Context: an optimization exercise on an open-source flow, tuned for small area. The choices shown serve that exercise and are no tape-out recipe. No run shown here included a check of the RTL's function; only the layout flow was run.

[design/flow/design.v]
module sqrt_u32 (
    input  wire        clk,
    input  wire        rst_n,
    input  wire        valid_in,
    input  wire [31:0] data_i,
    output wire        valid_out,
    output wire [15:0] data_o
);
    reg [1:0] v;
    always @(posedge clk or negedge rst_n)
        if (!rst_n) v <= 2'd0;
        else v <= {v[0], valid_in};
    assign valid_out = v[1];
    wire [31:0] x0_d, x0;
    wire [1:0] r1_d, r1;
    wire [0:0] q1_d, q1;
    wire [29:0] x1_d, x1;
    wire [2:0] r2_d, r2;
    wire [1:0] q2_d, q2;
    wire [27:0] x2_d, x2;
    wire [3:0] r3_d, r3;
    wire [2:0] q3_d, q3;
    wire [25:0] x3_d, x3;
    wire [4:0] r4_d, r4;
    wire [3:0] q4_d, q4;
    wire [23:0] x4_d, x4;
    wire [5:0] r5_d, r5;
    wire [4:0] q5_d, q5;
    wire [21:0] x5_d, x5;
    wire [6:0] r6_d, r6;
    wire [5:0] q6_d, q6;
    wire [19:0] x6_d, x6;
    wire [7:0] r7_d, r7;
    wire [6:0] q7_d, q7;
    wire [17:0] x7_d, x7;
    wire [8:0] r8_d, r8;
    wire [7:0] q8_d, q8;
    wire [15:0] x8_d, x8;
    wire [9:0] r9_d, r9;
    wire [8:0] q9_d, q9;
    wire [13:0] x9_d, x9;
    wire [10:0] r10_d, r10;
    wire [9:0] q10_d, q10;
    wire [11:0] x10_d, x10;
    wire [11:0] r11_d, r11;
    wire [10:0] q11_d, q11;
    wire [9:0] x11_d, x11;
    wire [12:0] r12_d, r12;
    wire [11:0] q12_d, q12;
    wire [7:0] x12_d, x12;
    wire [13:0] r13_d, r13;
    wire [12:0] q13_d, q13;
    wire [5:0] x13_d, x13;
    wire [14:0] r14_d, r14;
    wire [13:0] q14_d, q14;
    wire [3:0] x14_d, x14;
    wire [15:0] r15_d, r15;
    wire [14:0] q15_d, q15;
    wire [1:0] x15_d, x15;
    wire [15:0] q16_d, q16;
    assign x0_d = data_i;
    assign x0 = x0_d;
    assign r1 = r1_d;
    assign q1 = q1_d;
    assign x1 = x1_d;
    assign r2 = r2_d;
    assign q2 = q2_d;
    assign x2 = x2_d;
    assign r3 = r3_d;
    assign q3 = q3_d;
    assign x3 = x3_d;
    assign r4 = r4_d;
    assign q4 = q4_d;
    assign x4 = x4_d;
    assign r5 = r5_d;
    assign q5 = q5_d;
    assign x5 = x5_d;
    reg  [6:0] r6_q;
    reg  [5:0] q6_q;
    reg  [19:0] x6_q;
    always @(posedge clk) begin
        r6_q <= r6_d;
        q6_q <= q6_d;
        x6_q <= x6_d;
    end
    assign r6 = r6_q;
    assign q6 = q6_q;
    assign x6 = x6_q;
    assign r7 = r7_d;
    assign q7 = q7_d;
    assign x7 = x7_d;
    assign r8 = r8_d;
    assign q8 = q8_d;
    assign x8 = x8_d;
    assign r9 = r9_d;
    assign q9 = q9_d;
    assign x9 = x9_d;
    assign r10 = r10_d;
    assign q10 = q10_d;
    assign x10 = x10_d;
    assign r11 = r11_d;
    assign q11 = q11_d;
    assign x11 = x11_d;
    reg  [12:0] r12_q;
    reg  [11:0] q12_q;
    reg  [7:0] x12_q;
    always @(posedge clk) begin
        r12_q <= r12_d;
        q12_q <= q12_d;
        x12_q <= x12_d;
    end
    assign r12 = r12_q;
    assign q12 = q12_q;
    assign x12 = x12_q;
    assign r13 = r13_d;
    assign q13 = q13_d;
    assign x13 = x13_d;
    assign r14 = r14_d;
    assign q14 = q14_d;
    assign x14 = x14_d;
    assign r15 = r15_d;
    assign q15 = q15_d;
    assign x15 = x15_d;
    assign q16 = q16_d;
    wire [1:0] t0 = x0[31:30];
    wire [2:0] d0 = {1'b0, t0} - 3'd1;
    wire ge0 = ~d0[2];
    assign r1_d = ge0 ? d0[1:0] : t0[1:0];
    assign x1_d = x0[29:0];
    assign q1_d = ge0;
    wire [3:0] t1 = {r1, x1[29:28]};
    wire [4:0] c1;
    wire [3:0] d1;
    wire [3:0] n1 = {1'b1, ~q1, 2'b10};
    assign c1[0] = 1'b1;
    assign d1[0] = t1[0] ^ n1[0] ^ c1[0];
    assign c1[1] = (t1[0] & n1[0]) | (t1[0] & c1[0]) | (n1[0] & c1[0]);
    assign d1[1] = t1[1] ^ n1[1] ^ c1[1];
    assign c1[2] = (t1[1] & n1[1]) | (t1[1] & c1[1]) | (n1[1] & c1[1]);
    assign d1[2] = t1[2] ^ n1[2] ^ c1[2];
    assign c1[3] = (t1[2] & n1[2]) | (t1[2] & c1[2]) | (n1[2] & c1[2]);
    assign d1[3] = t1[3] ^ n1[3] ^ c1[3];
    assign c1[4] = (t1[3] & n1[3]) | (t1[3] & c1[3]) | (n1[3] & c1[3]);
    wire ge1 = c1[4];
    assign r2_d = ge1 ? d1[2:0] : t1[2:0];
    assign x2_d = x1[27:0];
    assign q2_d = {q1, ge1};
    wire [4:0] t2 = {r2, x2[27:26]};
    wire [5:0] c2;
    wire [4:0] d2;
    wire [4:0] n2 = {1'b1, ~q2, 2'b10};
    assign c2[0] = 1'b1;
    assign d2[0] = t2[0] ^ n2[0] ^ c2[0];
    assign c2[1] = (t2[0] & n2[0]) | (t2[0] & c2[0]) | (n2[0] & c2[0]);
    assign d2[1] = t2[1] ^ n2[1] ^ c2[1];
    assign c2[2] = (t2[1] & n2[1]) | (t2[1] & c2[1]) | (n2[1] & c2[1]);
    assign d2[2] = t2[2] ^ n2[2] ^ c2[2];
    assign c2[3] = (t2[2] & n2[2]) | (t2[2] & c2[2]) | (n2[2] & c2[2]);
    assign d2[3] = t2[3] ^ n2[3] ^ c2[3];
    assign c2[4] = (t2[3] & n2[3]) | (t2[3] & c2[3]) | (n2[3] & c2[3]);
    assign d2[4] = t2[4] ^ n2[4] ^ c2[4];
    assign c2[5] = (t2[4] & n2[4]) | (t2[4] & c2[4]) | (n2[4] & c2[4]);
    wire ge2 = c2[5];
    assign r3_d = ge2 ? d2[3:0] : t2[3:0];
    assign x3_d = x2[25:0];
    assign q3_d = {q2, ge2};
    wire [5:0] t3 = {r3, x3[25:24]};
    wire [6:0] c3;
    wire [5:0] d3;
    wire [5:0] n3 = {1'b1, ~q3, 2'b10};
    assign c3[0] = 1'b1;
    assign d3[0] = t3[0] ^ n3[0] ^ c3[0];
    assign c3[1] = (t3[0] & n3[0]) | (t3[0] & c3[0]) | (n3[0] & c3[0]);
    assign d3[1] = t3[1] ^ n3[1] ^ c3[1];
    assign c3[2] = (t3[1] & n3[1]) | (t3[1] & c3[1]) | (n3[1] & c3[1]);
    assign d3[2] = t3[2] ^ n3[2] ^ c3[2];
    assign c3[3] = (t3[2] & n3[2]) | (t3[2] & c3[2]) | (n3[2] & c3[2]);
    assign d3[3] = t3[3] ^ n3[3] ^ c3[3];
    assign c3[4] = (t3[3] & n3[3]) | (t3[3] & c3[3]) | (n3[3] & c3[3]);
    assign d3[4] = t3[4] ^ n3[4] ^ c3[4];
    assign c3[5] = (t3[4] & n3[4]) | (t3[4] & c3[4]) | (n3[4] & c3[4]);
    assign d3[5] = t3[5] ^ n3[5] ^ c3[5];
    assign c3[6] = (t3[5] & n3[5]) | (t3[5] & c3[5]) | (n3[5] & c3[5]);
    wire ge3 = c3[6];
    assign r4_d = ge3 ? d3[4:0] : t3[4:0];
    assign x4_d = x3[23:0];
    assign q4_d = {q3, ge3};
    wire [6:0] t4 = {r4, x4[23:22]};
    wire [7:0] c4;
    wire [6:0] d4;
    wire [6:0] n4 = {1'b1, ~q4, 2'b10};
    assign c4[0] = 1'b1;
    assign d4[0] = t4[0] ^ n4[0] ^ c4[0];
    assign c4[1] = (t4[0] & n4[0]) | (t4[0] & c4[0]) | (n4[0] & c4[0]);
    assign d4[1] = t4[1] ^ n4[1] ^ c4[1];
    assign c4[2] = (t4[1] & n4[1]) | (t4[1] & c4[1]) | (n4[1] & c4[1]);
    assign d4[2] = t4[2] ^ n4[2] ^ c4[2];
    assign c4[3] = (t4[2] & n4[2]) | (t4[2] & c4[2]) | (n4[2] & c4[2]);
    assign d4[3] = t4[3] ^ n4[3] ^ c4[3];
    assign c4[4] = (t4[3] & n4[3]) | (t4[3] & c4[3]) | (n4[3] & c4[3]);
    assign d4[4] = t4[4] ^ n4[4] ^ c4[4];
    assign c4[5] = (t4[4] & n4[4]) | (t4[4] & c4[4]) | (n4[4] & c4[4]);
    assign d4[5] = t4[5] ^ n4[5] ^ c4[5];
    assign c4[6] = (t4[5] & n4[5]) | (t4[5] & c4[5]) | (n4[5] & c4[5]);
    assign d4[6] = t4[6] ^ n4[6] ^ c4[6];
    assign c4[7] = (t4[6] & n4[6]) | (t4[6] & c4[6]) | (n4[6] & c4[6]);
    wire ge4 = c4[7];
    assign r5_d = ge4 ? d4[5:0] : t4[5:0];
    assign x5_d = x4[21:0];
    assign q5_d = {q4, ge4};
    wire [7:0] t5 = {r5, x5[21:20]};
    wire [8:0] c5;
    wire [7:0] d5;
    wire [7:0] n5 = {1'b1, ~q5, 2'b10};
    assign c5[0] = 1'b1;
    assign d5[0] = t5[0] ^ n5[0] ^ c5[0];
    assign c5[1] = (t5[0] & n5[0]) | (t5[0] & c5[0]) | (n5[0] & c5[0]);
    assign d5[1] = t5[1] ^ n5[1] ^ c5[1];
    assign c5[2] = (t5[1] & n5[1]) | (t5[1] & c5[1]) | (n5[1] & c5[1]);
    assign d5[2] = t5[2] ^ n5[2] ^ c5[2];
    assign c5[3] = (t5[2] & n5[2]) | (t5[2] & c5[2]) | (n5[2] & c5[2]);
    assign d5[3] = t5[3] ^ n5[3] ^ c5[3];
    assign c5[4] = (t5[3] & n5[3]) | (t5[3] & c5[3]) | (n5[3] & c5[3]);
    assign d5[4] = t5[4] ^ n5[4] ^ c5[4];
    assign c5[5] = (t5[4] & n5[4]) | (t5[4] & c5[4]) | (n5[4] & c5[4]);
    assign d5[5] = t5[5] ^ n5[5] ^ c5[5];
    assign c5[6] = (t5[5] & n5[5]) | (t5[5] & c5[5]) | (n5[5] & c5[5]);
    assign d5[6] = t5[6] ^ n5[6] ^ c5[6];
    assign c5[7] = (t5[6] & n5[6]) | (t5[6] & c5[6]) | (n5[6] & c5[6]);
    assign d5[7] = t5[7] ^ n5[7] ^ c5[7];
    assign c5[8] = (t5[7] & n5[7]) | (t5[7] & c5[7]) | (n5[7] & c5[7]);
    wire ge5 = c5[8];
    assign r6_d = ge5 ? d5[6:0] : t5[6:0];
    assign x6_d = x5[19:0];
    assign q6_d = {q5, ge5};
    wire [8:0] t6 = {r6, x6[19:18]};
    wire [9:0] c6;
    wire [8:0] d6;
    wire [8:0] n6 = {1'b1, ~q6, 2'b10};
    assign c6[0] = 1'b1;
    assign d6[0] = t6[0] ^ n6[0] ^ c6[0];
    assign c6[1] = (t6[0] & n6[0]) | (t6[0] & c6[0]) | (n6[0] & c6[0]);
    assign d6[1] = t6[1] ^ n6[1] ^ c6[1];
    assign c6[2] = (t6[1] & n6[1]) | (t6[1] & c6[1]) | (n6[1] & c6[1]);
    assign d6[2] = t6[2] ^ n6[2] ^ c6[2];
    assign c6[3] = (t6[2] & n6[2]) | (t6[2] & c6[2]) | (n6[2] & c6[2]);
    assign d6[3] = t6[3] ^ n6[3] ^ c6[3];
    assign c6[4] = (t6[3] & n6[3]) | (t6[3] & c6[3]) | (n6[3] & c6[3]);
    assign d6[4] = t6[4] ^ n6[4] ^ c6[4];
    assign c6[5] = (t6[4] & n6[4]) | (t6[4] & c6[4]) | (n6[4] & c6[4]);
    assign d6[5] = t6[5] ^ n6[5] ^ c6[5];
    assign c6[6] = (t6[5] & n6[5]) | (t6[5] & c6[5]) | (n6[5] & c6[5]);
    assign d6[6] = t6[6] ^ n6[6] ^ c6[6];
    assign c6[7] = (t6[6] & n6[6]) | (t6[6] & c6[6]) | (n6[6] & c6[6]);
    assign d6[7] = t6[7] ^ n6[7] ^ c6[7];
    assign c6[8] = (t6[7] & n6[7]) | (t6[7] & c6[7]) | (n6[7] & c6[7]);
    assign d6[8] = t6[8] ^ n6[8] ^ c6[8];
    assign c6[9] = (t6[8] & n6[8]) | (t6[8] & c6[8]) | (n6[8] & c6[8]);
    wire ge6 = c6[9];
    assign r7_d = ge6 ? d6[7:0] : t6[7:0];
    assign x7_d = x6[17:0];
    assign q7_d = {q6, ge6};
    wire [9:0] t7 = {r7, x7[17:16]};
    wire [10:0] c7;
    wire [9:0] d7;
    wire [9:0] n7 = {1'b1, ~q7, 2'b10};
    assign c7[0] = 1'b1;
    assign d7[0] = t7[0] ^ n7[0] ^ c7[0];
    assign c7[1] = (t7[0] & n7[0]) | (t7[0] & c7[0]) | (n7[0] & c7[0]);
    assign d7[1] = t7[1] ^ n7[1] ^ c7[1];
    assign c7[2] = (t7[1] & n7[1]) | (t7[1] & c7[1]) | (n7[1] & c7[1]);
    assign d7[2] = t7[2] ^ n7[2] ^ c7[2];
    assign c7[3] = (t7[2] & n7[2]) | (t7[2] & c7[2]) | (n7[2] & c7[2]);
    assign d7[3] = t7[3] ^ n7[3] ^ c7[3];
    assign c7[4] = (t7[3] & n7[3]) | (t7[3] & c7[3]) | (n7[3] & c7[3]);
    assign d7[4] = t7[4] ^ n7[4] ^ c7[4];
    assign c7[5] = (t7[4] & n7[4]) | (t7[4] & c7[4]) | (n7[4] & c7[4]);
    assign d7[5] = t7[5] ^ n7[5] ^ c7[5];
    assign c7[6] = (t7[5] & n7[5]) | (t7[5] & c7[5]) | (n7[5] & c7[5]);
    assign d7[6] = t7[6] ^ n7[6] ^ c7[6];
    assign c7[7] = (t7[6] & n7[6]) | (t7[6] & c7[6]) | (n7[6] & c7[6]);
    assign d7[7] = t7[7] ^ n7[7] ^ c7[7];
    assign c7[8] = (t7[7] & n7[7]) | (t7[7] & c7[7]) | (n7[7] & c7[7]);
    assign d7[8] = t7[8] ^ n7[8] ^ c7[8];
    assign c7[9] = (t7[8] & n7[8]) | (t7[8] & c7[8]) | (n7[8] & c7[8]);
    assign d7[9] = t7[9] ^ n7[9] ^ c7[9];
    assign c7[10] = (t7[9] & n7[9]) | (t7[9] & c7[9]) | (n7[9] & c7[9]);
    wire ge7 = c7[10];
    assign r8_d = ge7 ? d7[8:0] : t7[8:0];
    assign x8_d = x7[15:0];
    assign q8_d = {q7, ge7};
    wire [10:0] t8 = {r8, x8[15:14]};
    wire [11:0] c8;
    wire [10:0] d8;
    wire [10:0] n8 = {1'b1, ~q8, 2'b10};
    assign c8[0] = 1'b1;
    assign d8[0] = t8[0] ^ n8[0] ^ c8[0];
    assign c8[1] = (t8[0] & n8[0]) | (t8[0] & c8[0]) | (n8[0] & c8[0]);
    assign d8[1] = t8[1] ^ n8[1] ^ c8[1];
    assign c8[2] = (t8[1] & n8[1]) | (t8[1] & c8[1]) | (n8[1] & c8[1]);
    assign d8[2] = t8[2] ^ n8[2] ^ c8[2];
    assign c8[3] = (t8[2] & n8[2]) | (t8[2] & c8[2]) | (n8[2] & c8[2]);
    assign d8[3] = t8[3] ^ n8[3] ^ c8[3];
    assign c8[4] = (t8[3] & n8[3]) | (t8[3] & c8[3]) | (n8[3] & c8[3]);
    assign d8[4] = t8[4] ^ n8[4] ^ c8[4];
    assign c8[5] = (t8[4] & n8[4]) | (t8[4] & c8[4]) | (n8[4] & c8[4]);
    assign d8[5] = t8[5] ^ n8[5] ^ c8[5];
    assign c8[6] = (t8[5] & n8[5]) | (t8[5] & c8[5]) | (n8[5] & c8[5]);
    assign d8[6] = t8[6] ^ n8[6] ^ c8[6];
    assign c8[7] = (t8[6] & n8[6]) | (t8[6] & c8[6]) | (n8[6] & c8[6]);
    assign d8[7] = t8[7] ^ n8[7] ^ c8[7];
    assign c8[8] = (t8[7] & n8[7]) | (t8[7] & c8[7]) | (n8[7] & c8[7]);
    assign d8[8] = t8[8] ^ n8[8] ^ c8[8];
    assign c8[9] = (t8[8] & n8[8]) | (t8[8] & c8[8]) | (n8[8] & c8[8]);
    assign d8[9] = t8[9] ^ n8[9] ^ c8[9];
    assign c8[10] = (t8[9] & n8[9]) | (t8[9] & c8[9]) | (n8[9] & c8[9]);
    assign d8[10] = t8[10] ^ n8[10] ^ c8[10];
    assign c8[11] = (t8[10] & n8[10]) | (t8[10] & c8[10]) | (n8[10] & c8[10]);
    wire ge8 = c8[11];
    assign r9_d = ge8 ? d8[9:0] : t8[9:0];
    assign x9_d = x8[13:0];
    assign q9_d = {q8, ge8};
    wire [11:0] t9 = {r9, x9[13:12]};
    wire [12:0] c9;
    wire [11:0] d9;
    wire [11:0] n9 = {1'b1, ~q9, 2'b10};
    assign c9[0] = 1'b1;
    assign d9[0] = t9[0] ^ n9[0] ^ c9[0];
    assign c9[1] = (t9[0] & n9[0]) | (t9[0] & c9[0]) | (n9[0] & c9[0]);
    assign d9[1] = t9[1] ^ n9[1] ^ c9[1];
    assign c9[2] = (t9[1] & n9[1]) | (t9[1] & c9[1]) | (n9[1] & c9[1]);
    assign d9[2] = t9[2] ^ n9[2] ^ c9[2];
    assign c9[3] = (t9[2] & n9[2]) | (t9[2] & c9[2]) | (n9[2] & c9[2]);
    assign d9[3] = t9[3] ^ n9[3] ^ c9[3];
    assign c9[4] = (t9[3] & n9[3]) | (t9[3] & c9[3]) | (n9[3] & c9[3]);
    assign d9[4] = t9[4] ^ n9[4] ^ c9[4];
    assign c9[5] = (t9[4] & n9[4]) | (t9[4] & c9[4]) | (n9[4] & c9[4]);
    assign d9[5] = t9[5] ^ n9[5] ^ c9[5];
    assign c9[6] = (t9[5] & n9[5]) | (t9[5] & c9[5]) | (n9[5] & c9[5]);
    assign d9[6] = t9[6] ^ n9[6] ^ c9[6];
    assign c9[7] = (t9[6] & n9[6]) | (t9[6] & c9[6]) | (n9[6] & c9[6]);
    assign d9[7] = t9[7] ^ n9[7] ^ c9[7];
    assign c9[8] = (t9[7] & n9[7]) | (t9[7] & c9[7]) | (n9[7] & c9[7]);
    assign d9[8] = t9[8] ^ n9[8] ^ c9[8];
    assign c9[9] = (t9[8] & n9[8]) | (t9[8] & c9[8]) | (n9[8] & c9[8]);
    assign d9[9] = t9[9] ^ n9[9] ^ c9[9];
    assign c9[10] = (t9[9] & n9[9]) | (t9[9] & c9[9]) | (n9[9] & c9[9]);
    assign d9[10] = t9[10] ^ n9[10] ^ c9[10];
    assign c9[11] = (t9[10] & n9[10]) | (t9[10] & c9[10]) | (n9[10] & c9[10]);
    assign d9[11] = t9[11] ^ n9[11] ^ c9[11];
    assign c9[12] = (t9[11] & n9[11]) | (t9[11] & c9[11]) | (n9[11] & c9[11]);
    wire ge9 = c9[12];
    assign r10_d = ge9 ? d9[10:0] : t9[10:0];
    assign x10_d = x9[11:0];
    assign q10_d = {q9, ge9};
    wire [12:0] t10 = {r10, x10[11:10]};
    wire [13:0] c10;
    wire [12:0] d10;
    wire [12:0] n10 = {1'b1, ~q10, 2'b10};
    assign c10[0] = 1'b1;
    assign d10[0] = t10[0] ^ n10[0] ^ c10[0];
    assign c10[1] = (t10[0] & n10[0]) | (t10[0] & c10[0]) | (n10[0] & c10[0]);
    assign d10[1] = t10[1] ^ n10[1] ^ c10[1];
    assign c10[2] = (t10[1] & n10[1]) | (t10[1] & c10[1]) | (n10[1] & c10[1]);
    assign d10[2] = t10[2] ^ n10[2] ^ c10[2];
    assign c10[3] = (t10[2] & n10[2]) | (t10[2] & c10[2]) | (n10[2] & c10[2]);
    assign d10[3] = t10[3] ^ n10[3] ^ c10[3];
    assign c10[4] = (t10[3] & n10[3]) | (t10[3] & c10[3]) | (n10[3] & c10[3]);
    assign d10[4] = t10[4] ^ n10[4] ^ c10[4];
    assign c10[5] = (t10[4] & n10[4]) | (t10[4] & c10[4]) | (n10[4] & c10[4]);
    assign d10[5] = t10[5] ^ n10[5] ^ c10[5];
    assign c10[6] = (t10[5] & n10[5]) | (t10[5] & c10[5]) | (n10[5] & c10[5]);
    assign d10[6] = t10[6] ^ n10[6] ^ c10[6];
    assign c10[7] = (t10[6] & n10[6]) | (t10[6] & c10[6]) | (n10[6] & c10[6]);
    assign d10[7] = t10[7] ^ n10[7] ^ c10[7];
    assign c10[8] = (t10[7] & n10[7]) | (t10[7] & c10[7]) | (n10[7] & c10[7]);
    assign d10[8] = t10[8] ^ n10[8] ^ c10[8];
    assign c10[9] = (t10[8] & n10[8]) | (t10[8] & c10[8]) | (n10[8] & c10[8]);
    assign d10[9] = t10[9] ^ n10[9] ^ c10[9];
    assign c10[10] = (t10[9] & n10[9]) | (t10[9] & c10[9]) | (n10[9] & c10[9]);
    assign d10[10] = t10[10] ^ n10[10] ^ c10[10];
    assign c10[11] = (t10[10] & n10[10]) | (t10[10] & c10[10]) | (n10[10] & c10[10]);
    assign d10[11] = t10[11] ^ n10[11] ^ c10[11];
    assign c10[12] = (t10[11] & n10[11]) | (t10[11] & c10[11]) | (n10[11] & c10[11]);
    assign d10[12] = t10[12] ^ n10[12] ^ c10[12];
    assign c10[13] = (t10[12] & n10[12]) | (t10[12] & c10[12]) | (n10[12] & c10[12]);
    wire ge10 = c10[13];
    assign r11_d = ge10 ? d10[11:0] : t10[11:0];
    assign x11_d = x10[9:0];
    assign q11_d = {q10, ge10};
    wire [13:0] t11 = {r11, x11[9:8]};
    wire [14:0] c11;
    wire [13:0] d11;
    wire [13:0] n11 = {1'b1, ~q11, 2'b10};
    assign c11[0] = 1'b1;
    assign d11[0] = t11[0] ^ n11[0] ^ c11[0];
    assign c11[1] = (t11[0] & n11[0]) | (t11[0] & c11[0]) | (n11[0] & c11[0]);
    assign d11[1] = t11[1] ^ n11[1] ^ c11[1];
    assign c11[2] = (t11[1] & n11[1]) | (t11[1] & c11[1]) | (n11[1] & c11[1]);
    assign d11[2] = t11[2] ^ n11[2] ^ c11[2];
    assign c11[3] = (t11[2] & n11[2]) | (t11[2] & c11[2]) | (n11[2] & c11[2]);
    assign d11[3] = t11[3] ^ n11[3] ^ c11[3];
    assign c11[4] = (t11[3] & n11[3]) | (t11[3] & c11[3]) | (n11[3] & c11[3]);
    assign d11[4] = t11[4] ^ n11[4] ^ c11[4];
    assign c11[5] = (t11[4] & n11[4]) | (t11[4] & c11[4]) | (n11[4] & c11[4]);
    assign d11[5] = t11[5] ^ n11[5] ^ c11[5];
    assign c11[6] = (t11[5] & n11[5]) | (t11[5] & c11[5]) | (n11[5] & c11[5]);
    assign d11[6] = t11[6] ^ n11[6] ^ c11[6];
    assign c11[7] = (t11[6] & n11[6]) | (t11[6] & c11[6]) | (n11[6] & c11[6]);
    assign d11[7] = t11[7] ^ n11[7] ^ c11[7];
    assign c11[8] = (t11[7] & n11[7]) | (t11[7] & c11[7]) | (n11[7] & c11[7]);
    assign d11[8] = t11[8] ^ n11[8] ^ c11[8];
    assign c11[9] = (t11[8] & n11[8]) | (t11[8] & c11[8]) | (n11[8] & c11[8]);
    assign d11[9] = t11[9] ^ n11[9] ^ c11[9];
    assign c11[10] = (t11[9] & n11[9]) | (t11[9] & c11[9]) | (n11[9] & c11[9]);
    assign d11[10] = t11[10] ^ n11[10] ^ c11[10];
    assign c11[11] = (t11[10] & n11[10]) | (t11[10] & c11[10]) | (n11[10] & c11[10]);
    assign d11[11] = t11[11] ^ n11[11] ^ c11[11];
    assign c11[12] = (t11[11] & n11[11]) | (t11[11] & c11[11]) | (n11[11] & c11[11]);
    assign d11[12] = t11[12] ^ n11[12] ^ c11[12];
    assign c11[13] = (t11[12] & n11[12]) | (t11[12] & c11[12]) | (n11[12] & c11[12]);
    assign d11[13] = t11[13] ^ n11[13] ^ c11[13];
    assign c11[14] = (t11[13] & n11[13]) | (t11[13] & c11[13]) | (n11[13] & c11[13]);
    wire ge11 = c11[14];
    assign r12_d = ge11 ? d11[12:0] : t11[12:0];
    assign x12_d = x11[7:0];
    assign q12_d = {q11, ge11};
    wire [14:0] t12 = {r12, x12[7:6]};
    wire [15:0] c12;
    wire [14:0] d12;
    wire [14:0] n12 = {1'b1, ~q12, 2'b10};
    assign c12[0] = 1'b1;
    assign d12[0] = t12[0] ^ n12[0] ^ c12[0];
    assign c12[1] = (t12[0] & n12[0]) | (t12[0] & c12[0]) | (n12[0] & c12[0]);
    assign d12[1] = t12[1] ^ n12[1] ^ c12[1];
    assign c12[2] = (t12[1] & n12[1]) | (t12[1] & c12[1]) | (n12[1] & c12[1]);
    assign d12[2] = t12[2] ^ n12[2] ^ c12[2];
    assign c12[3] = (t12[2] & n12[2]) | (t12[2] & c12[2]) | (n12[2] & c12[2]);
    assign d12[3] = t12[3] ^ n12[3] ^ c12[3];
    assign c12[4] = (t12[3] & n12[3]) | (t12[3] & c12[3]) | (n12[3] & c12[3]);
    assign d12[4] = t12[4] ^ n12[4] ^ c12[4];
    assign c12[5] = (t12[4] & n12[4]) | (t12[4] & c12[4]) | (n12[4] & c12[4]);
    assign d12[5] = t12[5] ^ n12[5] ^ c12[5];
    assign c12[6] = (t12[5] & n12[5]) | (t12[5] & c12[5]) | (n12[5] & c12[5]);
    assign d12[6] = t12[6] ^ n12[6] ^ c12[6];
    assign c12[7] = (t12[6] & n12[6]) | (t12[6] & c12[6]) | (n12[6] & c12[6]);
    assign d12[7] = t12[7] ^ n12[7] ^ c12[7];
    assign c12[8] = (t12[7] & n12[7]) | (t12[7] & c12[7]) | (n12[7] & c12[7]);
    assign d12[8] = t12[8] ^ n12[8] ^ c12[8];
    assign c12[9] = (t12[8] & n12[8]) | (t12[8] & c12[8]) | (n12[8] & c12[8]);
    assign d12[9] = t12[9] ^ n12[9] ^ c12[9];
    assign c12[10] = (t12[9] & n12[9]) | (t12[9] & c12[9]) | (n12[9] & c12[9]);
    assign d12[10] = t12[10] ^ n12[10] ^ c12[10];
    assign c12[11] = (t12[10] & n12[10]) | (t12[10] & c12[10]) | (n12[10] & c12[10]);
    assign d12[11] = t12[11] ^ n12[11] ^ c12[11];
    assign c12[12] = (t12[11] & n12[11]) | (t12[11] & c12[11]) | (n12[11] & c12[11]);
    assign d12[12] = t12[12] ^ n12[12] ^ c12[12];
    assign c12[13] = (t12[12] & n12[12]) | (t12[12] & c12[12]) | (n12[12] & c12[12]);
    assign d12[13] = t12[13] ^ n12[13] ^ c12[13];
    assign c12[14] = (t12[13] & n12[13]) | (t12[13] & c12[13]) | (n12[13] & c12[13]);
    assign d12[14] = t12[14] ^ n12[14] ^ c12[14];
    assign c12[15] = (t12[14] & n12[14]) | (t12[14] & c12[14]) | (n12[14] & c12[14]);
    wire ge12 = c12[15];
    assign r13_d = ge12 ? d12[13:0] : t12[13:0];
    assign x13_d = x12[5:0];
    assign q13_d = {q12, ge12};
    wire [15:0] t13 = {r13, x13[5:4]};
    wire [16:0] c13;
    wire [15:0] d13;
    wire [15:0] n13 = {1'b1, ~q13, 2'b10};
    assign c13[0] = 1'b1;
    assign d13[0] = t13[0] ^ n13[0] ^ c13[0];
    assign c13[1] = (t13[0] & n13[0]) | (t13[0] & c13[0]) | (n13[0] & c13[0]);
    assign d13[1] = t13[1] ^ n13[1] ^ c13[1];
    assign c13[2] = (t13[1] & n13[1]) | (t13[1] & c13[1]) | (n13[1] & c13[1]);
    assign d13[2] = t13[2] ^ n13[2] ^ c13[2];
    assign c13[3] = (t13[2] & n13[2]) | (t13[2] & c13[2]) | (n13[2] & c13[2]);
    assign d13[3] = t13[3] ^ n13[3] ^ c13[3];
    assign c13[4] = (t13[3] & n13[3]) | (t13[3] & c13[3]) | (n13[3] & c13[3]);
    assign d13[4] = t13[4] ^ n13[4] ^ c13[4];
    assign c13[5] = (t13[4] & n13[4]) | (t13[4] & c13[4]) | (n13[4] & c13[4]);
    assign d13[5] = t13[5] ^ n13[5] ^ c13[5];
    assign c13[6] = (t13[5] & n13[5]) | (t13[5] & c13[5]) | (n13[5] & c13[5]);
    assign d13[6] = t13[6] ^ n13[6] ^ c13[6];
    assign c13[7] = (t13[6] & n13[6]) | (t13[6] & c13[6]) | (n13[6] & c13[6]);
    assign d13[7] = t13[7] ^ n13[7] ^ c13[7];
    assign c13[8] = (t13[7] & n13[7]) | (t13[7] & c13[7]) | (n13[7] & c13[7]);
    assign d13[8] = t13[8] ^ n13[8] ^ c13[8];
    assign c13[9] = (t13[8] & n13[8]) | (t13[8] & c13[8]) | (n13[8] & c13[8]);
    assign d13[9] = t13[9] ^ n13[9] ^ c13[9];
    assign c13[10] = (t13[9] & n13[9]) | (t13[9] & c13[9]) | (n13[9] & c13[9]);
    assign d13[10] = t13[10] ^ n13[10] ^ c13[10];
    assign c13[11] = (t13[10] & n13[10]) | (t13[10] & c13[10]) | (n13[10] & c13[10]);
    assign d13[11] = t13[11] ^ n13[11] ^ c13[11];
    assign c13[12] = (t13[11] & n13[11]) | (t13[11] & c13[11]) | (n13[11] & c13[11]);
    assign d13[12] = t13[12] ^ n13[12] ^ c13[12];
    assign c13[13] = (t13[12] & n13[12]) | (t13[12] & c13[12]) | (n13[12] & c13[12]);
    assign d13[13] = t13[13] ^ n13[13] ^ c13[13];
    assign c13[14] = (t13[13] & n13[13]) | (t13[13] & c13[13]) | (n13[13] & c13[13]);
    assign d13[14] = t13[14] ^ n13[14] ^ c13[14];
    assign c13[15] = (t13[14] & n13[14]) | (t13[14] & c13[14]) | (n13[14] & c13[14]);
    assign d13[15] = t13[15] ^ n13[15] ^ c13[15];
    assign c13[16] = (t13[15] & n13[15]) | (t13[15] & c13[15]) | (n13[15] & c13[15]);
    wire ge13 = c13[16];
    assign r14_d = ge13 ? d13[14:0] : t13[14:0];
    assign x14_d = x13[3:0];
    assign q14_d = {q13, ge13};
    wire [16:0] t14 = {r14, x14[3:2]};
    wire [17:0] c14;
    wire [16:0] d14;
    wire [16:0] n14 = {1'b1, ~q14, 2'b10};
    assign c14[0] = 1'b1;
    assign d14[0] = t14[0] ^ n14[0] ^ c14[0];
    assign c14[1] = (t14[0] & n14[0]) | (t14[0] & c14[0]) | (n14[0] & c14[0]);
    assign d14[1] = t14[1] ^ n14[1] ^ c14[1];
    assign c14[2] = (t14[1] & n14[1]) | (t14[1] & c14[1]) | (n14[1] & c14[1]);
    assign d14[2] = t14[2] ^ n14[2] ^ c14[2];
    assign c14[3] = (t14[2] & n14[2]) | (t14[2] & c14[2]) | (n14[2] & c14[2]);
    assign d14[3] = t14[3] ^ n14[3] ^ c14[3];
    assign c14[4] = (t14[3] & n14[3]) | (t14[3] & c14[3]) | (n14[3] & c14[3]);
    assign d14[4] = t14[4] ^ n14[4] ^ c14[4];
    assign c14[5] = (t14[4] & n14[4]) | (t14[4] & c14[4]) | (n14[4] & c14[4]);
    assign d14[5] = t14[5] ^ n14[5] ^ c14[5];
    assign c14[6] = (t14[5] & n14[5]) | (t14[5] & c14[5]) | (n14[5] & c14[5]);
    assign d14[6] = t14[6] ^ n14[6] ^ c14[6];
    assign c14[7] = (t14[6] & n14[6]) | (t14[6] & c14[6]) | (n14[6] & c14[6]);
    assign d14[7] = t14[7] ^ n14[7] ^ c14[7];
    assign c14[8] = (t14[7] & n14[7]) | (t14[7] & c14[7]) | (n14[7] & c14[7]);
    assign d14[8] = t14[8] ^ n14[8] ^ c14[8];
    assign c14[9] = (t14[8] & n14[8]) | (t14[8] & c14[8]) | (n14[8] & c14[8]);
    assign d14[9] = t14[9] ^ n14[9] ^ c14[9];
    assign c14[10] = (t14[9] & n14[9]) | (t14[9] & c14[9]) | (n14[9] & c14[9]);
    assign d14[10] = t14[10] ^ n14[10] ^ c14[10];
    assign c14[11] = (t14[10] & n14[10]) | (t14[10] & c14[10]) | (n14[10] & c14[10]);
    assign d14[11] = t14[11] ^ n14[11] ^ c14[11];
    assign c14[12] = (t14[11] & n14[11]) | (t14[11] & c14[11]) | (n14[11] & c14[11]);
    assign d14[12] = t14[12] ^ n14[12] ^ c14[12];
    assign c14[13] = (t14[12] & n14[12]) | (t14[12] & c14[12]) | (n14[12] & c14[12]);
    assign d14[13] = t14[13] ^ n14[13] ^ c14[13];
    assign c14[14] = (t14[13] & n14[13]) | (t14[13] & c14[13]) | (n14[13] & c14[13]);
    assign d14[14] = t14[14] ^ n14[14] ^ c14[14];
    assign c14[15] = (t14[14] & n14[14]) | (t14[14] & c14[14]) | (n14[14] & c14[14]);
    assign d14[15] = t14[15] ^ n14[15] ^ c14[15];
    assign c14[16] = (t14[15] & n14[15]) | (t14[15] & c14[15]) | (n14[15] & c14[15]);
    assign d14[16] = t14[16] ^ n14[16] ^ c14[16];
    assign c14[17] = (t14[16] & n14[16]) | (t14[16] & c14[16]) | (n14[16] & c14[16]);
    wire ge14 = c14[17];
    assign r15_d = ge14 ? d14[15:0] : t14[15:0];
    assign x15_d = x14[1:0];
    assign q15_d = {q14, ge14};
    wire [17:0] t15 = {r15, x15[1:0]};
    wire [18:0] c15;
    wire [17:0] d15;
    wire [17:0] n15 = {1'b1, ~q15, 2'b10};
    assign c15[0] = 1'b1;
    assign d15[0] = t15[0] ^ n15[0] ^ c15[0];
    assign c15[1] = (t15[0] & n15[0]) | (t15[0] & c15[0]) | (n15[0] & c15[0]);
    assign d15[1] = t15[1] ^ n15[1] ^ c15[1];
    assign c15[2] = (t15[1] & n15[1]) | (t15[1] & c15[1]) | (n15[1] & c15[1]);
    assign d15[2] = t15[2] ^ n15[2] ^ c15[2];
    assign c15[3] = (t15[2] & n15[2]) | (t15[2] & c15[2]) | (n15[2] & c15[2]);
    assign d15[3] = t15[3] ^ n15[3] ^ c15[3];
    assign c15[4] = (t15[3] & n15[3]) | (t15[3] & c15[3]) | (n15[3] & c15[3]);
    assign d15[4] = t15[4] ^ n15[4] ^ c15[4];
    assign c15[5] = (t15[4] & n15[4]) | (t15[4] & c15[4]) | (n15[4] & c15[4]);
    assign d15[5] = t15[5] ^ n15[5] ^ c15[5];
    assign c15[6] = (t15[5] & n15[5]) | (t15[5] & c15[5]) | (n15[5] & c15[5]);
    assign d15[6] = t15[6] ^ n15[6] ^ c15[6];
    assign c15[7] = (t15[6] & n15[6]) | (t15[6] & c15[6]) | (n15[6] & c15[6]);
    assign d15[7] = t15[7] ^ n15[7] ^ c15[7];
    assign c15[8] = (t15[7] & n15[7]) | (t15[7] & c15[7]) | (n15[7] & c15[7]);
    assign d15[8] = t15[8] ^ n15[8] ^ c15[8];
    assign c15[9] = (t15[8] & n15[8]) | (t15[8] & c15[8]) | (n15[8] & c15[8]);
    assign d15[9] = t15[9] ^ n15[9] ^ c15[9];
    assign c15[10] = (t15[9] & n15[9]) | (t15[9] & c15[9]) | (n15[9] & c15[9]);
    assign d15[10] = t15[10] ^ n15[10] ^ c15[10];
    assign c15[11] = (t15[10] & n15[10]) | (t15[10] & c15[10]) | (n15[10] & c15[10]);
    assign d15[11] = t15[11] ^ n15[11] ^ c15[11];
    assign c15[12] = (t15[11] & n15[11]) | (t15[11] & c15[11]) | (n15[11] & c15[11]);
    assign d15[12] = t15[12] ^ n15[12] ^ c15[12];
    assign c15[13] = (t15[12] & n15[12]) | (t15[12] & c15[12]) | (n15[12] & c15[12]);
    assign d15[13] = t15[13] ^ n15[13] ^ c15[13];
    assign c15[14] = (t15[13] & n15[13]) | (t15[13] & c15[13]) | (n15[13] & c15[13]);
    assign d15[14] = t15[14] ^ n15[14] ^ c15[14];
    assign c15[15] = (t15[14] & n15[14]) | (t15[14] & c15[14]) | (n15[14] & c15[14]);
    assign d15[15] = t15[15] ^ n15[15] ^ c15[15];
    assign c15[16] = (t15[15] & n15[15]) | (t15[15] & c15[15]) | (n15[15] & c15[15]);
    assign d15[16] = t15[16] ^ n15[16] ^ c15[16];
    assign c15[17] = (t15[16] & n15[16]) | (t15[16] & c15[16]) | (n15[16] & c15[16]);
    assign d15[17] = t15[17] ^ n15[17] ^ c15[17];
    assign c15[18] = (t15[17] & n15[17]) | (t15[17] & c15[17]) | (n15[17] & c15[17]);
    wire ge15 = c15[18];
    assign q16_d = {q15, ge15};
    assign data_o = q16;
endmodule
[design/flow/flow/run.sh]
#!/bin/bash
# Standard layout, but synthesis skips Yosys's full-adder extraction (ADDER_MAP_FILE empty),
# so ABC maps the carry chains itself; registers and everything else are as standard.
set -euo pipefail
export ADDER_MAP_FILE=
bash standard.sh > standard.log 2>&1
[design/flow/standard.sh]
#!/bin/bash
# synth_recipe.tcl (not shown) runs the flow's synth.tcl, then flattens the netlist and writes it again
# the make line also repeats each setting of config.mk as NAME=value (left out here)
make -C /OpenROAD-flow-scripts/flow DESIGN_CONFIG=/design/flow/config.mk WORK_HOME=/design/flow/orfs CLKGATE_MAP_FILE= SYNTH_SCRIPT=/design/flow/synth_recipe.tcl "${@:-finish}"
[design/flow/config.mk]
export PLATFORM = sky130hd
export DESIGN_NAME = sqrt_u32
export DESIGN_NICKNAME = sqrt_u32
export VERILOG_FILES = /design/flow/design.v
export SDC_FILE = /design/flow/constraint.sdc
export NUM_CORES = 4
export LEC_CHECK = 0
export ABC_AREA = 1
export CAP_MARGIN = 20
export CORE_MARGIN = 2
export CORE_UTILIZATION = 40
export SLEW_MARGIN = 20
[design/flow/constraint.sdc]
create_clock -name core_clock -period 9.0 [get_ports {clk}]
set_input_delay 1.8000 -clock core_clock [delete_from_list [all_inputs] [get_ports {clk}]]
set_output_delay 1.8000 -clock core_clock [all_outputs]
set_load 0.01 [all_outputs]
==> summary.txt, run 1 <==
- Crit-path max cell delay: ~320 ps
- CTS tree: built
- GRT Total Usage: 0.198
- Setup slack, reg-to-reg: 970 ps
- FF+latch count, synth: 68
- Cts bufs inserted: 9
- Crit-path slowest cell: dfxtp_2
- CP top delay family: simple AND/OR/NAND/NOR gates
- Post-synth top flop: dfxtp_1
- SO Viols: setup timing
- Final core occ: 0.554
- Gp weighted congestion: about 0.87
- Slew headroom: 0.632
- Met2 routed WL: approximately 9 mm
- Dpl hpwl: 13.6 mm
- Layout cells sized above 1: 0.285
- Rows: between 40 and 50
- Hold Slack: 320 ps
- Worst path buffer plus inverter count: 24
- Via-per-instance ratio: around 4.7
- Most common cell after layout, fill and taps aside: nand2_1
- Clock sink count: between 60 and 70
- Yosys warnings: 1
- Cell variety after synth: between 40 and 50
- Sequential share of the synthesized area: 0.199
- WS Path Type: flip-flop to output pin
- Die Area: 0.0183 mm2
- Vias in the first global route: roughly 6600
- Most frequent cells in the layout: 438 x nand2_1, 137 x buf_4, 111 x nand2_2
- Pins Over Slew Limit: 0
- Chip height: between 100 and 150 um
- Worst-Skew Late Latency: roughly 350 ps
- Async set-or-reset flop fraction in the synthesized netlist: 0.0294
- Routed wl met3: roughly 540 um
- Critical-path maximum fanout: 8
- Core Area: roughly 0.017 mm2
- Clk root buf: clkbuf_16
- Setup TNS: -567 ps
- Synth Instances: roughly 1200
- Worst Setup End Kind: output pin
- Global-route wire length before repair: 29.3 mm
- Final WS setup: -567 ps
- Congestion Overflow GR: 0
- Fmax: roughly 100 MHz
- Synth Cell Area: between 0.006 and 0.007 mm2
- H-Tree Depth: 3
- Die W: about 140 um
- Final Skew: 5.43 ps
- Arr. time, crit path: 7770 ps
- Clock tree buffer depth: 2
- Initial Util: 0.412
- Final nets: 1376
- Final WL: ~18 mm
- Clk pin slew, worst setup/hold paths: 60 ps
- Hold Path Class: flip-flop to flip-flop
- Diode count: 0
- Max-cap check violation count: 0
- Actual slew at the worst max-slew pin: between 500 and 600 ps
- Syn Area/Cell: roughly 5.9 um2
- Post-synth EDFFs: 0
- Syn_nets: 1195
- Initial antenna violation count: 0
- Minimum clock period: roughly 9600 ps
- Outcome: finished with violations
- RSZ-0062 raised after global routing: yes
- WP data required: between 7000 and 8000 ps
- Final setup vio count: 1
- First drt pass iteration count: 5
- Worst path most repeated cell: nand2_1
- ANT nets after route: 0
- Crit start category: flip-flop
- DR top layer: met4
- Hold Fails Final Rpt: 0
- Detailed-route via count: 7369
- DRC viols: 0
- Port Buffers: 51
- Routed metal-1 wirelength: 8.15 mm
- Largest net degree at the start of global routing: 18
- WL/cell: about 12 um
- Area delta synth->final: 34.4%
- IO Pins: 52
- Final Cycle Share: 1.06
- Initial DRC Count: 285
## routing by layer
metal  vias to the layer above  GRT usage
met1                      3254      0.234
met5                         -          0
met4                         0     0.0747
met3                        45     0.0299
met2                       102      0.360
li1                       3968          -
## area by class of cell
cell class,instances,area (um2)
Clock inverter,4,25.0
Timing Repair Buffer,193,1650
Tap cell,220,275
Fill cell,1643,7450
Inverter,117,467
Multi-Input combinational cell,952,5210
Clock buffer,11,253
Sequential cell,68,1380
## final timing paths
check	depth (start not counted)	endpoint	startpoint
max reg2reg	102	r12_q[12]	q6_q[0]
min	0	x12_q[2]	x6_q[2]
min reg2reg	0	x12_q[2]	x6_q[2]
max	86	data_o[0]	x12_q[6]
min in group asynchronous	1	v[1]	rst_n
max in group asynchronous	1	v[0]	rst_n
## metrics by stage
step	instance area (um2)	worst slack (ps)	std cells
detailed placement	8240	-685	1502
CTS	8780	-367	1541
finish	9260	-567	1565
floorplan	6890	89.0	1160
global placement	8240	-513	1502
global route	9260	-1290	1565
## logic make-up after synthesis
group / Yosys count / share of synthesized area
compound gates: 127 / 0.104
xor+xnor: 103 / 0.131
buf+inv: 140 / 0.0889
flops: 68 / 0.199
mux: 2 / 0.00291
simple gates: 720 / 0.474
## worst register-to-register path: cells and delay by family (launching register included)
family / cells / cell delay [ps]
AO/OA/AOI/OAI: 1 / 50
buffers and inverters: 5 / 310
flip-flops: 1 / 390
AND/OR/NAND/NOR: 96 / 7160
## synth_stat cells (8+ instances only)
library cell,n,share of area
nor2_1,37,0.020
dfxtp_1,66,0.19
nand2_4,10,0.016
a21oi_1,12,0.0087
inv_2,8,0.0044
or2_2,35,0.032
inv_1,104,0.057
nand2_1,478,0.26
nand3_1,58,0.042
o21ai_0,77,0.056
xor2_1,70,0.089
nand2_2,82,0.075
xnor2_1,33,0.042
o21ai_1,10,0.0073
## flip-flops by register name, indices dropped and copies added (netlist names)
name / cells
x6_q: 20
q12_q: 12
q6_q: 6
r6_q: 7
v: 2
x12_q: 8
r12_q: 13
## timing repair
| item | in CTS | in global routing |
|---|---|---|
| resized for setup | 30 | 87 |
| setup endpoints to repair | 2 | 16 |
| pin swaps | 10 | 63 |
| hold buffers | 0 | 0 |
| buffers inserted | 23 | 24 |
| gates cloned | 1 | 1 |
==> run 2: changes to the inputs <==
--- a/design/flow/design.v
+++ b/design/flow/design.v
@@ -77,13 +77,5 @@
     assign x5 = x5_d;
-    reg  [6:0] r6_q;
-    reg  [5:0] q6_q;
-    reg  [19:0] x6_q;
-    always @(posedge clk) begin
-        r6_q <= r6_d;
-        q6_q <= q6_d;
-        x6_q <= x6_d;
-    end
-    assign r6 = r6_q;
-    assign q6 = q6_q;
-    assign x6 = x6_q;
+    assign r6 = r6_d;
+    assign q6 = q6_d;
+    assign x6 = x6_d;
     assign r7 = r7_d;
@@ -97,5 +89,13 @@
     assign x9 = x9_d;
-    assign r10 = r10_d;
-    assign q10 = q10_d;
-    assign x10 = x10_d;
+    reg  [10:0] r10_q;
+    reg  [9:0] q10_q;
+    reg  [11:0] x10_q;
+    always @(posedge clk) begin
+        r10_q <= r10_d;
+        q10_q <= q10_d;
+        x10_q <= x10_d;
+    end
+    assign r10 = r10_q;
+    assign q10 = q10_q;
+    assign x10 = x10_q;
     assign r11 = r11_d;
@@ -103,13 +103,5 @@
     assign x11 = x11_d;
-    reg  [12:0] r12_q;
-    reg  [11:0] q12_q;
-    reg  [7:0] x12_q;
-    always @(posedge clk) begin
-        r12_q <= r12_d;
-        q12_q <= q12_d;
-        x12_q <= x12_d;
-    end
-    assign r12 = r12_q;
-    assign q12 = q12_q;
-    assign x12 = x12_q;
+    assign r12 = r12_d;
+    assign q12 = q12_d;
+    assign x12 = x12_d;
     assign r13 = r13_d;
@@ -123,3 +115,7 @@
     assign x15 = x15_d;
-    assign q16 = q16_d;
+    reg  [15:0] q16_q;
+    always @(posedge clk) begin
+        q16_q <= q16_d;
+    end
+    assign q16 = q16_q;
     wire [1:0] t0 = x0[31:30];
==> summary.txt, run 2 <==
- Port Buffers: 51 (unchanged)
- # hold bufs at CTS: 0 (unchanged)
- Initial Util: 0.408 (-0.00445)
- Synth Cell Area: 0.00645 mm2 (-6.3%)
- Post-synth EDFFs: 0 (unchanged)
- Crit-path slowest cell: or2_4
- Worst Setup End Kind: flip-flop
- Diode count: 0 (unchanged)
- SO Viols: setup timing
- RSZ-0062 raised after global routing: yes
- Top Registers: q16_q x16, x10_q x12, r10_q x11
- Die Area: 0.0172 mm2 (-6.1%)
- Final Skew: 13.0 ps (+7.54 ps)
- Max reg flops: 16 (-20%)
- Syn_nets: 1142 (-4.4%)
- Yosys warnings: 1 (unchanged)
- Arr. time, crit path: 11730 ps (+3960 ps)
- Via-per-instance ratio: 4.67 (-0.92%)
- CTS tree: built
- Actual slew at the worst max-slew pin: 457 ps (-94.3 ps)
- Most common cell after layout, fill and taps aside: buf_4
- Pre-CTS WS: -2830 ps (-2140 ps)
- Global-route wire length before repair: 31.8 mm (+8.6%)
- Initial antenna violation count: 0 (unchanged)
- GRT Total Usage: 0.226 (+0.0285)
- Most frequent cells in the layout: 394 x buf_4, 372 x nand2_1, 120 x nand2_2
- Minimum clock period: 11550 ps (+1980 ps)
- Pins Over Slew Limit: 0 (unchanged)
- Final setup vio count: 15 (+14)
- Post-synth top cells: 461 x nand2_1, 101 x inv_1, 71 x o21ai_0, 61 x xor2_1, 58 x nand2_2
- Worst path most repeated cell: buf_4
- Setup TNS: -31570 ps (-31010 ps)
- Largest net degree at the start of global routing: 19 (+1)
- Sequential share of the synthesized area: 0.160 (-0.0394)
- DRC viols: 0 (unchanged)
- Vias in the first global route: 7656 (+15%)
- Final WL: 21.2 mm (+16%)
- Crit start category: input port
- WL/cell: 12.0 um (+3.1%)
- WS Path Type: input port to flip-flop
- Final WS setup: -2550 ps (-1980 ps)
- Outcome: finished with violations
- Hold Fails Final Rpt: 0 (unchanged)
- Hold Path Class: flip-flop to flip-flop
- Worst-Skew Late Latency: 310 ps (-40 ps)
- Slew headroom: 0.692 (+0.0596)
- WP data required: 9190 ps (+1990 ps)
- Dpl hpwl: 14.1 mm (+3.5%)
- Synth area leader: nand2_1
- Fill cell count: 1296 (-21%)
- Post-synth top flop: dfxtp_1
- Core Area: 0.0158 mm2 (-5.2%)
- Async set-or-reset flop fraction in the synthesized netlist: 0.0392 (+0.00980)
- Top reg by flops: q16_q
- Die W: 131 um (-3.1%)
- Yosys top cell area share: 0.268 (+0.00749)
- Clock tree buffer depth: 2 (unchanged)
- Congestion Overflow GR: 0 (unchanged)
- Placed cells: 1614 (+7.5%)
- Finished Layout Cells: 1767 (+13%)
- Cell variety after synth: 48 (+17%)
- Crit-path max cell delay: 270 ps (-50 ps)
- Final core occ: 0.699 (+0.145)
- IO Pins: 52 (unchanged)
- Area delta synth->final: 71.4%
- Clk pin slew, worst setup/hold paths: 80 ps (+20 ps)
- Fmax: 86.6 MHz (-17%)
- Final Cycle Share: 1.28 (+0.220)
- Count leader, synth: nand2_1
- Clock sink count: 51 (-25%)
- FF+latch count, synth: 51 (-25%)
- Initial DRC Count: 316 (+11%)
- Clk root buf: clkbuf_16
- Detailed-route via count: 8244 (+12%)
- Critical-path maximum fanout: 6 (-2)
- Final nets: 1585 (+15%)
- Gp weighted congestion: 0.844 (-3.0%)
- Chip height: 131 um (-3.1%)
- ANT nets after route: 0 (unchanged)
- First drt pass iteration count: 5 (unchanged)
- Layout cells sized above 1: 0.457 (+0.172)
- Max-cap check violation count: 0 (unchanged)
- Synth Instances: 1107 (-4.6%)
- Syn Area/Cell: 5.83 um2 (-1.8%)
- Rows: 46 (-2.1%)
- H-Tree Depth: 2 (-1)
- Cts bufs inserted: 5 (-4)
- Ranking of synthesized cells by area: nand2_1 27%, dfxtp_1 15%, xor2_1 8.3%
## run 2: cell families after synthesis
| group | share of synthesized area |
|---|---|
| buffers and inverters | 0.110 |
| AO/OA/AOI/OAI | 0.128 |
| XOR/XNOR | 0.134 |
| multiplexers | 0.00485 |
| flip-flops | 0.160 |
| AND/OR/NAND/NOR | 0.463 |
## run 2: worst paths after layout
kind	end	startpoint	slack [ps]	cells past startpoint
min in group asynchronous	v[1]	rst_n	1650	1
min	v[1]	v[0]	350	0
max	r10_q[1]	data_i[30]	-2550	89
max in group asynchronous	v[0]	rst_n	7230	1
max reg2reg	q16_q[0]	q10_q[1]	-890	112
min reg2reg	v[1]	v[0]	350	0
## run 2: final cells by class
cell class              count  area, um2  area share
well taps                 216        270      0.0244
repair buffers            457       3620       0.328
clock inverters             3       27.5     0.00249
clock buffers               5        125      0.0113
inverters                 117        469      0.0424
multi-input cells         918       5510       0.498
flip-flops and latches     51       1030      0.0935
## run 2: metal layers
metal,global-route usage,part of all wire,vias up
li1,-,-,4326
met2,0.462,0.53,140
met5,0,0,-
met1,0.229,0.40,3711
met4,0.0976,0.045,0
met3,0.0220,0.024,67
## run 2: critical path, delay by kind of cell
| family | cells | cell delay [ps] |
|---|---|---|
| AO/OA/AOI/OAI | 12 | 1360 |
| XOR/XNOR | 6 | 1100 |
| buffers and inverters | 27 | 3000 |
| AND/OR/NAND/NOR | 44 | 4410 |
## run 2: what timing repair did
action	in CTS	in global routing
cloned	3	1
pin swaps	49	117
resized for setup	74	163
endpoints found under the setup margin	15	15
setup buffers	109	36
## run 2: metrics by stage
step	instance area, um2	hold WS (ps)
6_report	11100	353
3_3_place_gp	9060	333
2_1_floorplan	6550	331
3_5_place_dp	9060	336
5_1_grt	11100	355
4_1_cts	10300	353
==> run 3: changes to the inputs <==
--- a/design/flow/design.v
+++ b/design/flow/design.v
@@ -80,5 +80,13 @@
     assign x6 = x6_d;
-    assign r7 = r7_d;
-    assign q7 = q7_d;
-    assign x7 = x7_d;
+    reg  [7:0] r7_q;
+    reg  [6:0] q7_q;
+    reg  [17:0] x7_q;
+    always @(posedge clk) begin
+        r7_q <= r7_d;
+        q7_q <= q7_d;
+        x7_q <= x7_d;
+    end
+    assign r7 = r7_q;
+    assign q7 = q7_q;
+    assign x7 = x7_q;
     assign r8 = r8_d;
@@ -89,13 +97,5 @@
     assign x9 = x9_d;
-    reg  [10:0] r10_q;
-    reg  [9:0] q10_q;
-    reg  [11:0] x10_q;
-    always @(posedge clk) begin
-        r10_q <= r10_d;
-        q10_q <= q10_d;
-        x10_q <= x10_d;
-    end
-    assign r10 = r10_q;
-    assign q10 = q10_q;
-    assign x10 = x10_q;
+    assign r10 = r10_d;
+    assign q10 = q10_d;
+    assign x10 = x10_d;
     assign r11 = r11_d;
@@ -103,5 +103,13 @@
     assign x11 = x11_d;
-    assign r12 = r12_d;
-    assign q12 = q12_d;
-    assign x12 = x12_d;
+    reg  [12:0] r12_q;
+    reg  [11:0] q12_q;
+    reg  [7:0] x12_q;
+    always @(posedge clk) begin
+        r12_q <= r12_d;
+        q12_q <= q12_d;
+        x12_q <= x12_d;
+    end
+    assign r12 = r12_q;
+    assign q12 = q12_q;
+    assign x12 = x12_q;
     assign r13 = r13_d;
@@ -115,7 +123,3 @@
     assign x15 = x15_d;
-    reg  [15:0] q16_q;
-    always @(posedge clk) begin
-        q16_q <= q16_d;
-    end
-    assign q16 = q16_q;
+    assign q16 = q16_d;
     wire [1:0] t0 = x0[31:30];
==> design/flow/flow/run.sh (replaced) <==
#!/bin/bash
# Standard layout (standard.sh), with these changes:
# - synthesis skips Yosys's full-adder extraction (ADDER_MAP_FILE empty), so ABC maps the
#   carry chains itself; the registers are the standard synthesis's.
# - input and output ports get the smallest buffer (buf_1) instead of ORFS's default pick.
export BUFFER_PORTS_ARGS="-buffer_cell sky130_fd_sc_hd__buf_1"
set -euo pipefail
export ADDER_MAP_FILE=
bash standard.sh > standard.log 2>&1
--- a/design/flow/config.mk
+++ b/design/flow/config.mk
@@ -10,3 +10,4 @@
 export CORE_MARGIN = 2
-export CORE_UTILIZATION = 40
+export CORE_UTILIZATION = 65
+export PLACE_DENSITY = 0.75
 export SLEW_MARGIN = 20
==> summary.txt, run 3 <==
- Outcome: finished with violations
- SO Viols: setup timing
- Final Skew: 14.9 ps (+1.97 ps)
- Cts bufs inserted: 9 (+4)
- Layout cells sized above 1: 0.241 (-0.216)
- Vias in the first global route: 6235 (-19%)
- Synth Cell Area: 0.00699 mm2 (+8.4%)
- Sequential share of the synthesized area: 0.196 (+0.0363)
- Final Cycle Share: 1.02 (-0.267)
- IO Pins: 52 (unchanged)
- Final std cell area, no fill: 0.00800 mm2 (-28%)
- Dpl hpwl: 12.3 mm (-13%)
- Final setup vio count: 1 (-14)
- Die Area: 0.0116 mm2 (-32%)
- Count leader, synth: nand2_1
- Core Area: 0.0104 mm2 (-34%)
- # hold bufs at CTS: 0 (unchanged)
- Hold Path Class: flip-flop to flip-flop
- WP data required: 7200 ps (-1990 ps)
- Worst Setup End Kind: output pin
- Area after DPL: 0.00730 mm2 (-20%)
- RSZ-0062 raised after global routing: yes
- Clk root buf: clkbuf_8
- Slew headroom: 0.530 (-0.162)
- Hold Fails Final Rpt: 0 (unchanged)
- ANT nets after route: 0 (unchanged)
- Initial DRC Count: 353 (+12%)
- Actual slew at the worst max-slew pin: 705 ps (+248 ps)
- Rows: 37 (-20%)
- Most common cell after layout, fill and taps aside: nand2_1
- Post-synth top flop: dfxtp_1
- Setup slack, reg-to-reg: 1050 ps (+1940 ps)
- Die W: 108 um (-18%)
- Fill cell count: 877 (-32%)
- Worst-Skew Late Latency: 360 ps (+50 ps)
- Syn Area/Cell: 6.01 um2 (+3.1%)
- Largest net degree at the start of global routing: 19 (unchanged)
- Top reg by flops: x7_q
- Top Registers: x7_q x18, r12_q x13, q12_q x12
- Arr. time, crit path: 7340 ps (-4390 ps)
- Initial antenna violation count: 0 (unchanged)
- Most frequent cells in the layout: 429 x nand2_1, 142 x nand2_2, 108 x inv_1
- DR top layer: met4
- Yosys top cell area share: 0.252 (-0.0158)
- H-Tree Depth: 3 (+1)
- Gp weighted congestion: 0.893 (+5.8%)
- Initial Util: 0.674 (+0.267)
- Routed wl met3: 443 um (-14%)
- Pre-CTS WS: -90.3 ps (+2740 ps)
- Routed metal-1 wirelength: 7.18 mm (-15%)
- Final WS setup: -143 ps (+2400 ps)
- Critical-path maximum fanout: 8 (+2)
- DRC viols: 0 (unchanged)
- Final WL: 16.2 mm (-24%)
- Yosys warnings: 1 (unchanged)
- Ranking of synthesized cells by area: nand2_1 25%, dfxtp_1 19%, nand2_2 9.4%
- Crit-path max cell delay: 370 ps (+100 ps)
- Max-cap check violation count: 0 (unchanged)
- Pins Over Slew Limit: 0 (unchanged)
- Global-route wire length before repair: 25.7 mm (-19%)
- Via-per-instance ratio: 5.11 (+9.6%)
- Fmax: 109 MHz (+26%)
- Crit-path slowest cell: dfxtp_4
- Diode count: 0 (unchanged)
- Placed cells: 1344 (-17%)
- Syn_nets: 1198 (+4.9%)
- GRT Total Usage: 0.271 (+0.0448)
- Async set-or-reset flop fraction in the synthesized netlist: 0.0294 (-0.00980)
- Area delta synth->final: 14.3%
- Synth Instances: 1163 (+5.1%)
- Crit start category: flip-flop
- Detailed-route via count: 7091 (-14%)
- Finished Layout Cells: 1387 (-22%)
- Clk pin slew, worst setup/hold paths: 80 ps (about the same)
- CTS tree: built
- Congestion Overflow GR: 0 (unchanged)
- Post-synth top cells: 470 x nand2_1, 110 x inv_1, 105 x nand2_2, 72 x xor2_1, 66 x dfxtp_1
- WS Path Type: flip-flop to output pin
- Cell variety after synth: 44 (-8.3%)
- Worst path most repeated cell: nand2_2
- Clock tree buffer depth: 2 (unchanged)
- WL/cell: 11.7 um (-2.8%)
- Post-synth EDFFs: 0 (unchanged)
- Max reg flops: 18 (+2)
- Chip height: 108 um (-18%)
- Clock sink count: 68 (+33%)
- Final nets: 1281 (-19%)
- Met2 routed WL: 8.18 mm (-28%)
- Synth area leader: nand2_1
- Setup TNS: -143 ps (+31430 ps)
- Port Buffers: 51 (unchanged)
- Minimum clock period: 9140 ps (-2400 ps)
- First drt pass iteration count: 5 (unchanged)
- FF+latch count, synth: 68 (+33%)
==> run 3: final timing paths <==
path	to	cells after the start	from
max	data_o[0]	86	x12_q[7]
min	x12_q[6]	0	x7_q[6]
max reg2reg	r12_q[2]	88	q7_q[2]
min reg2reg	x12_q[6]	0	x7_q[6]
max in group asynchronous	v[0]	1	rst_n
min in group asynchronous	v[1]	1	rst_n
==> run 3: timing repair <==
| item | CTS | global route |
|---|---|---|
| hold endpoints to repair | 0 | 0 |
| setup endpoints to repair | 1 | 3 |
| gates resized for setup | 35 | 53 |
| pin swaps | 8 | 33 |
| buffers inserted | 10 | 15 |
| gates cloned | 2 | 0 |
==> run 3: logic make-up (layout without fill, tap and decap cells) <==
kind of cell,count (synthesis),after routing,synth area share
DFF,68,68,0.196
AOI/OAI and AO/OA,115,115,0.0980
xor gates and xnor gates,104,104,0.130
and+or+nand+nor,732,733,0.481
buffers and inverters,140,227,0.0894
muxes,4,4,0.00572
==> run 3: stage by stage <==
step	hold WS, ps	utilization
floorplan	310	-
global placement	311	0.704
detailed placement	313	0.704
CTS	329	0.744
global route	337	0.771
finish	325	0.771
==> run 3: area by class of cell <==
cell class	count	area (um2)	area share
multi-input combinational	956	5240	0.655
sequential	68	1380	0.173
timing repair buffer	92	552	0.0690
inverter	119	460	0.0576
tap	136	170	0.0213
clock buffer	9	124	0.0155
clock inverter	7	75.1	0.00939
==> run 3: critical path: cells and delay by family (launching register included) <==
| kind | cells | cell delay [ps] |
|---|---|---|
| buffers and inverters | 5 | 600 |
| AO/OA/AOI/OAI | 3 | 440 |
| AND/OR/NAND/NOR | 78 | 5540 |
| flip-flops | 1 | 370 |
==> run 3: metal layers <==
| layer | vias to the layer above | GRT usage |
|---|---|---|
| met5 | - | 0 |
| met4 | 0 | 0.111 |
| met3 | 32 | 0.0363 |
| met2 | 109 | 0.508 |
| met1 | 3168 | 0.306 |
| li1 | 3782 | - |

-- separate check: timing with driven ports --
The flow's constraints put no driver on any port. The routed layouts listed below were extracted and timed again, unchanged, in two steps. Step 1 sets driving cells, clkbuf_16 on the clock port and buf_2 on the other inputs (assumed; they add their load-dependent delay and slew). Step 2 also shifts input and output timing later by t, the mid clock arrival at the registers, as if the neighbouring blocks saw the same clock. Three values: ideal ports, drivers, drivers and shift; two values: the first two.
run	t (ns)	setup WS [ns]	worst register clock-pin slew, ns
run 1	0.382	-0.567 / -0.607 / -0.225	0.06 / 0.06
run 2	0.341	-2.546 / -2.556 / -2.896	0.09 / 0.09
run 3	0.385	-0.143 / -0.179 / 0.206	0.08 / 0.08
For run 2, which loses most, drivers alone change the setup slack by -0.010 ns; drivers and shift together by -0.350 ns.
